This is an optimization exercise on Yosys and OpenROAD, whose aim is small area, a short achievable clock period and few clock cycles per item, not a production implementation.
Function was checked by simulation only, so behaviour that the tests miss may differ from the original.

==> flow/design.v <==
`timescale 1ns / 1ps
module mul_fp16
    (input  logic        v,
     input  logic [15:0] a,
     input  logic [12:0] a3,
     input  logic [15:0] b,
     output logic [15:0] s
    );
    logic [10:0] ma;
    logic [12:0] pp [0:4];
    logic [21:0] m, r0, r1, r2, r3, r4, r5, s1, c1, s2, c2, s3, c3, s4, c4;
    logic [5:0]  esum;
    logic [4:0]  e0, e1;
    logic        keep;
    logic [9:0]  mo;
    always_comb begin
        ma = {1'b1, a[9:0]};
        for (int j = 0; j < 5; j++) begin
            case (b[2*j +: 2])
                2'd0: pp[j] = 13'd0;
                2'd1: pp[j] = {2'b00, ma};
                2'd2: pp[j] = {1'b0, ma, 1'b0};
                default: pp[j] = a3;
            endcase
        end
        r0 = {9'd0, pp[0]};
        r1 = {7'd0, pp[1], 2'd0};
        r2 = {5'd0, pp[2], 4'd0};
        r3 = {3'd0, pp[3], 6'd0};
        r4 = {1'b0, pp[4], 8'd0};
        r5 = {1'b0, ma, 10'd0};
        s1 = r0 ^ r1 ^ r2;
        c1 = ((r0 & r1) | (r0 & r2) | (r1 & r2)) << 1;
        s2 = r3 ^ r4 ^ r5;
        c2 = ((r3 & r4) | (r3 & r5) | (r4 & r5)) << 1;
        s3 = s1 ^ c1 ^ s2;
        c3 = ((s1 & c1) | (s1 & s2) | (c1 & s2)) << 1;
        s4 = s3 ^ c3 ^ c2;
        c4 = ((s3 & c3) | (s3 & c2) | (c3 & c2)) << 1;
        m = s4 + c4;
        esum = {1'b0, a[14:10]} + {1'b0, b[14:10]};
        e0   = esum[4:0] + 5'd17;               
        e1   = e0 + 5'd1;
        keep = m[21] || (e0 == 5'd0);
        mo   = keep ? m[20:11] : {m[19:11], 1'b0};
        if (!v || (a == 16'h0000) || (b == 16'h0000))
            s = 16'h0000;
        else if ((a == 16'hFA00) || (b == 16'hFA00))
            s = 16'hFA00;
        else if ((a == 16'h7A00) || (b == 16'h7A00))
            s = 16'h7A00;
        else if (esum <= 6'd14)
            s = 16'h0000;
        else
            s = {a[15] ^ b[15], m[21] ? e1 : e0, mo};
    end
endmodule
`timescale 1ns / 1ps
module add_s1
    (input  logic [15:0] a,
     input  logic [15:0] b,
     output logic [15:0] l,
     output logic [10:0] ms,
     output logic        sub
    );
    logic        agt;
    logic [15:0] t;
    logic [4:0]  shr;
    always_comb begin
        agt = a[14:0] > b[14:0];
        t   = agt ? b : a;
        shr = (agt ? a[14:10] : b[14:10]) - t[14:10];
        sub = a[15] ^ b[15];
        ms  = {1'b1, t[9:0]} >> shr;
        l   = agt ? a : b;
        if (a == 16'h0000) begin
            l  = b;
            ms = 11'd0;
        end else if (b == 16'h0000) begin
            l  = a;
            ms = 11'd0;
        end else if (a == 16'hFA00 || b == 16'hFA00) begin
            l  = 16'hFA00;
            ms = 11'd0;
        end else if (a == 16'h7A00 || b == 16'h7A00) begin
            l  = 16'h7A00;
            ms = 11'd0;
        end else if (a[14:0] == b[14:0] && sub) begin
            l  = 16'h0000;
            ms = 11'd0;
        end
    end
endmodule
module add_s2
    (input  logic [15:0] l,
     input  logic [10:0] ms,
     input  logic        sub,
     output logic [15:0] s
    );
    logic [11:0] mf;
    logic [10:0] mk, z, mn;
    logic [4:0]  sh;
    always_comb begin
        mf = sub ? {1'b0, 1'b1, l[9:0]} - {1'b0, ms}
                 : {1'b0, 1'b1, l[9:0]} + {1'b0, ms};
        mk = 11'd0;
        for (int p = 0; p <= 10; p++)
            if (l[14:10] == 5'(10 - p)) mk[p] = 1'b1;
        z  = mf[10:0] | mk;
        sh = 5'd11;
        for (int p = 0; p <= 10; p++)
            if (z[p]) sh = 5'(10 - p);
        mn = mf[10:0] << sh;
        if (mf[11])
            s = {l[15], l[14:10] + 5'd1, mf[10:1]};
        else
            s = {l[15], l[14:10] - sh, mn[9:0]};
    end
endmodule
`timescale 1ns / 1ps
module dnn_relu_fp16
     (input     logic   clk,
      input     logic   rst,
      input     logic   start,
      input     logic   reset,
      output    logic   done,
      output    logic   unsigned    [16:0]    mem_addr,
      input     logic   signed      [15:0]    mem_data,
      output    logic               [159:0]   out);
    localparam logic [13:0] BASE_W1 = 14'd401;
    localparam logic [13:0] BASE_W2 = 14'd10426;
    localparam logic [15:0] ONE     = 16'h3C00;
    localparam logic [12:0] ONE3    = 13'd3072;     
    localparam logic [2:0] S_IDLE = 3'd0,
                           S_L1   = 3'd1,
                           S_PRE  = 3'd2,
                           S_L2   = 3'd3,
                           S_FIN  = 3'd4,
                           S_DONE = 3'd5;
    logic [2:0]  st;
    logic [4:0]  nj;
    logic        start_q;
    logic [13:0] ma;       
    logic [8:0]  n;        
    logic [13:0] fb;       
    logic [5:0]  cc;       
    logic        qv;       
    logic [4:0]  clrc;     
    logic        sel_r, sel_y, sel_o;    
    logic        rot;      
    logic r_act, r_w1, r_l2, r_pre, r_l2f, r_last, r_first;
    logic m_act, m_v, m_l2, m_pre, m_l2f, m_last;
    logic s1_l2, s1_pre, s1_last;
    logic s2_l2, s2_pre, s2_last;
    logic y_pre, y_last;
    logic [15:0] D, A, Q, P, Y;
    logic [12:0] A3;
    logic [15:0] R [0:23];
    logic [15:0] O [0:9];
    logic [15:0] X_l;
    logic [10:0] X_ms;
    logic        X_sub;
    logic [4:0]  njn;
    logic        cap, busy;
    logic [15:0] prod, acc, s1_l, s2_s, h2, asrc;
    logic [10:0] s1_ms;
    logic        s1_sub;
    assign njn  = (nj >= 5'd12) ? nj - 5'd12 : nj + 5'd13;
    assign cap  = (st == S_L1) && m_act && (D[14:0] != 15'd0);
    assign busy = r_w1 && (cc != 6'd0);
    assign h2   = R[2][15] ? 16'h0000 : R[2];
    assign asrc = r_first ? Q : h2;
    mul_fp16 U_MUL (.v(m_v), .a(A), .a3(A3), .b(D), .s(prod));
    assign acc = ({16{sel_r}} & R[0]) | ({16{sel_y}} & Y) | ({16{sel_o}} & O[0]);
    add_s1 U_ADD1 (.a(acc), .b(P), .l(s1_l), .ms(s1_ms), .sub(s1_sub));
    add_s2 U_ADD2 (.l(X_l), .ms(X_ms), .sub(X_sub), .s(s2_s));
    logic [2:0]  st_n;
    logic [13:0] ma_n;
    logic [13:0] step;
    logic [8:0]  n_n;
    logic [5:0]  cc_n;
    logic nr_act, nr_w1, nr_l2, nr_pre, nr_l2f, nr_last, nr_first;
    assign step = (nj >= 5'd12) ? -14'd12 : 14'd13;
    always_comb begin
        st_n = st; ma_n = 14'd0; n_n = n; cc_n = cc - 6'd1;
        nr_act = 1'b0; nr_w1 = 1'b0; nr_l2 = 1'b0; nr_pre = 1'b0;
        nr_l2f = 1'b0; nr_last = 1'b0; nr_first = 1'b0;
        case (st)
            S_IDLE: begin
                nr_act = 1'b1;
                if (start_q) begin
                    st_n = S_L1;
                    ma_n = 14'd1;
                    n_n  = 9'd2;
                end
            end
            S_L1: begin
                if (busy) begin
                    nr_w1 = 1'b1;
                    ma_n = ma + step;
                end else if (cap) begin
                    nr_w1 = 1'b1;
                    nr_first = 1'b1;
                    cc_n = 6'd24;
                    ma_n = fb + {9'd0, njn};
                end else if (qv) begin
                    nr_w1 = 1'b1;
                    nr_first = 1'b1;
                    cc_n = 6'd24;
                    ma_n = ma + step + 14'd25;
                end else if (n != 9'd401) begin
                    nr_act = 1'b1;
                    ma_n = {5'd0, n};
                    n_n = n + 9'd1;
                end else if (!r_act) begin
                    st_n = S_PRE;
                    cc_n = 6'd11;
                    ma_n = BASE_W2;
                    nr_l2 = 1'b1;
                    nr_pre = 1'b1;
                end
            end
            S_PRE: begin
                if (cc > 6'd2 && !cc[5]) begin
                    ma_n = ma + 14'd1;
                    nr_l2 = 1'b1;
                    nr_pre = 1'b1;
                end else if ((cc == 6'd0 || cc[5]) && njn == 5'd0) begin
                    st_n = S_L2;
                    ma_n = BASE_W2 + 14'd10;
                    cc_n = 6'd49;
                    n_n = 9'd0;
                    nr_l2 = 1'b1;
                    nr_l2f = 1'b1;
                end
            end
            S_L2: begin
                if (cc != 6'd0) begin
                    ma_n = ma + (cc[0] ? 14'd1 : 14'd9);
                    nr_l2 = 1'b1;
                    nr_l2f = (cc_n >= 6'd48);
                    nr_last = (cc_n <= 6'd1);
                end else if (n[2:0] != 3'd4) begin
                    n_n = n + 9'd1;
                    cc_n = 6'd49;
                    ma_n = ma - 14'd239;
                    nr_l2 = 1'b1;
                    nr_l2f = 1'b1;
                end else begin
                    st_n = S_FIN;
                end
            end
            S_FIN: begin
                if (y_last && !s2_last)
                    st_n = S_DONE;
            end
            S_DONE: begin
                nr_act = 1'b1;
                if (reset)
                    st_n = S_IDLE;
            end
            default: st_n = S_IDLE;
        endcase
    end
    always_ff @(posedge clk or posedge rst) begin
        if (rst) begin
            st <= S_IDLE; nj <= 5'd0; done <= 1'b0;
        end else begin
            st <= st_n; nj <= njn;
            if (st == S_FIN && y_last && !s2_last)
                done <= 1'b1;
            else if (reset)
                done <= 1'b0;
        end
    end
    always_ff @(posedge clk) begin
        r_act <= nr_act; r_w1 <= nr_w1; r_l2 <= nr_l2; r_pre <= nr_pre;
        r_l2f <= nr_l2f; r_last <= nr_last; r_first <= nr_first;
        m_act <= r_act; m_v <= r_w1 || r_l2; m_l2 <= r_l2; m_pre <= r_pre;
        m_l2f <= r_l2f; m_last <= r_last;
        s1_l2 <= m_l2; s1_pre <= m_pre; s1_last <= m_last;
        s2_l2 <= s1_l2; s2_pre <= s1_pre; s2_last <= s1_last;
        y_pre <= s2_pre; y_last <= s2_last;
    end
    always_ff @(posedge clk) begin
        start_q <= start;
        ma <= ma_n; n <= n_n; cc <= cc_n;
        if (st == S_IDLE && start_q)
            fb <= BASE_W1;
        else if (m_act)
            fb <= fb + 14'd25;
        if (st == S_IDLE)
            qv <= 1'b0;
        else
            qv <= cap || (qv && !r_first);
        if (st == S_IDLE && start_q)
            clrc <= 5'd24;
        else if (clrc != 5'd0)
            clrc <= clrc - 5'd1;
        sel_r <= !m_l2 && !(st == S_IDLE && start_q) && (clrc == 5'd0);
        sel_y <= m_l2 && !m_pre && !m_l2f;
        sel_o <= m_l2 && m_l2f;
        rot   <= m_l2f || s2_last || s2_pre;
    end
    always_ff @(posedge clk) begin
        D <= mem_data;
        P <= prod;
        X_l <= s1_l;
        X_ms <= s1_ms;
        X_sub <= s1_sub;
        Y <= s2_s;
        for (int k = 0; k < 23; k++)
            R[k] <= R[k+1];
        R[23] <= s2_l2 ? Q : s2_s;
        if (s1_l2)
            Q <= R[0];
        else if (cap)
            Q <= D;
        if (r_first || (r_l2 && !r_pre && cc[0])) begin
            A  <= asrc;
            A3 <= {2'b01, asrc[9:0]} + {1'b1, asrc[9:0], 1'b0};
        end else if (r_pre) begin
            A  <= ONE;
            A3 <= ONE3;
        end
        if (rot) begin
            for (int k = 0; k < 9; k++)
                O[k] <= O[k+1];
            O[9] <= (y_pre || !Y[15]) ? Y : 16'h0000;
        end
    end
    always_comb begin
        for (int k = 0; k < 10; k++)
            out[16*k +: 16] = O[k];
    end
    assign mem_addr = {3'd0, ma};
endmodule
Settings: LEC_CHECK=0, CAP_MARGIN=20, CORE_MARGIN=2, CORE_UTILIZATION=70, SLEW_MARGIN=20; clock period 30.0 ns.
standard.sh (not shown) runs the stock make flow with config.mk's settings and CLKGATE_MAP_FILE= SYNTH_SCRIPT=/design/flow/synth_recipe.tcl, a recipe that flattens the netlist after the stock synthesis.
==> flow/flow/run.sh <==
#!/bin/bash
# Layout flow: the standard flow (standard.sh), with the port buffers
# made of sky130_fd_sc_hd__buf_2 cells, timing repair aimed at a setup
# slack of 22.75 ns, and clock tree synthesis without dummy loads.
# Each tool's output goes to a log file of its own here.
set -euo pipefail
bash standard.sh synth > log_synth.txt 2>&1
bash standard.sh SETUP_SLACK_MARGIN=22.75 \
  "BUFFER_PORTS_ARGS=-buffer_cell sky130_fd_sc_hd__buf_2" \
  "CTS_ARGS=-sink_clustering_enable -repair_clock_nets -sink_clustering_size 30 -sink_clustering_max_diameter 80 -buf_list sky130_fd_sc_hd__clkbuf_16 -dont_use_dummy_load" \
  finish > log_layout.txt 2>&1
Testbench counts at the start, summed over its fixed seeds: cycles 143,457, items 48.
Rerun with:
--- a/flow/design.v
+++ b/flow/design.v
@@ -131,4 +131,5 @@
     localparam logic [13:0] BASE_W2 = 14'd10426;
     localparam logic [15:0] ONE     = 16'h3C00;
+    localparam logic [4:0]  NJ0     = 5'd6;
     localparam logic [12:0] ONE3    = 13'd3072;     
     localparam logic [2:0] S_IDLE = 3'd0,
@@ -182,4 +183,16 @@
     logic nr_act, nr_w1, nr_l2, nr_pre, nr_l2f, nr_last, nr_first;
     assign step = (nj >= 5'd12) ? -14'd12 : 14'd13;
+    logic [13:0] kc, ma_inc;
+    always_comb begin
+        if (st == S_L1)
+            kc = busy ? step : step + 14'd25;
+        else if (st == S_PRE)
+            kc = 14'd1;
+        else if (cc == 6'd0)
+            kc = -14'd239;
+        else
+            kc = cc[0] ? 14'd1 : 14'd9;
+    end
+    assign ma_inc = ma + kc;
     always_comb begin
         st_n = st; ma_n = 14'd0; n_n = n; cc_n = cc - 6'd1;
@@ -198,5 +211,5 @@
                 if (busy) begin
                     nr_w1 = 1'b1;
-                    ma_n = ma + step;
+                    ma_n = ma_inc;
                 end else if (cap) begin
                     nr_w1 = 1'b1;
@@ -208,5 +221,5 @@
                     nr_first = 1'b1;
                     cc_n = 6'd24;
-                    ma_n = ma + step + 14'd25;
+                    ma_n = ma_inc;
                 end else if (n != 9'd401) begin
                     nr_act = 1'b1;
@@ -223,5 +236,5 @@
             S_PRE: begin
                 if (cc > 6'd2 && !cc[5]) begin
-                    ma_n = ma + 14'd1;
+                    ma_n = ma_inc;
                     nr_l2 = 1'b1;
                     nr_pre = 1'b1;
@@ -237,5 +250,5 @@
             S_L2: begin
                 if (cc != 6'd0) begin
-                    ma_n = ma + (cc[0] ? 14'd1 : 14'd9);
+                    ma_n = ma_inc;
                     nr_l2 = 1'b1;
                     nr_l2f = (cc_n >= 6'd48);
@@ -244,5 +257,5 @@
                     n_n = n + 9'd1;
                     cc_n = 6'd49;
-                    ma_n = ma - 14'd239;
+                    ma_n = ma_inc;
                     nr_l2 = 1'b1;
                     nr_l2f = 1'b1;
@@ -267,5 +280,6 @@
             st <= S_IDLE; nj <= 5'd0; done <= 1'b0;
         end else begin
-            st <= st_n; nj <= njn;
+            st <= st_n;
+            nj <= (st == S_IDLE && start_q) ? NJ0 : njn;
             if (st == S_FIN && y_last && !s2_last)
                 done <= 1'b1;
Result:
- worst setup slack improved by 0.012 ns
- non-clock buffer count decreases by 3
- global-route usage falls by 0.85 points
- area after synthesis fell by 3.5%
- hold slack loses 0.013 ns
- synthesized cell count drops by 6.5%
- clock-buffer cell count went up by 1
- fmax is about the same
- register-to-register slack got worse by 0.11 ns
- wire length decreases by 6.9%
- via count fell by 7.2%
- first-iteration DRC count shrinks by 20%
- final area went down by 2.9%
Testbench counts after the change, summed over its fixed seeds: cycles 143,185, items 48.

-- re-timing with driven ports --
The flow's constraints put no driver on any port. The routed layouts listed below were extracted and timed again, unchanged, in two steps.
Step 1, drivers: a clkbuf_16 drives clk and a buf_2 each remaining input, both assumed.
Step 2 adds t to the input delays and takes it off the output delays; t is the mean of the earliest and latest rising clock arrival at the registers after step 1. Input paths then give back, and output paths get back, about the clock's delay inside the block.
Three values: ideal, step 1, step 2; two values: the first two.
| run | t, ns | setup WS [ns] | hold WS [ns] |
|---|---|---|---|
| the first run | 0.609 | 22.741 / 22.681 / 22.843 | 0.297 / 0.297 / 0.297 |
| the second run | 0.609 | 22.752 / 22.693 / 22.658 | 0.285 / 0.285 / 0.285 |
After both steps every run listed still meets setup and hold. The setup slack of the second run, which loses most, moves by -0.059 ns with the drivers and by -0.094 ns with both steps.
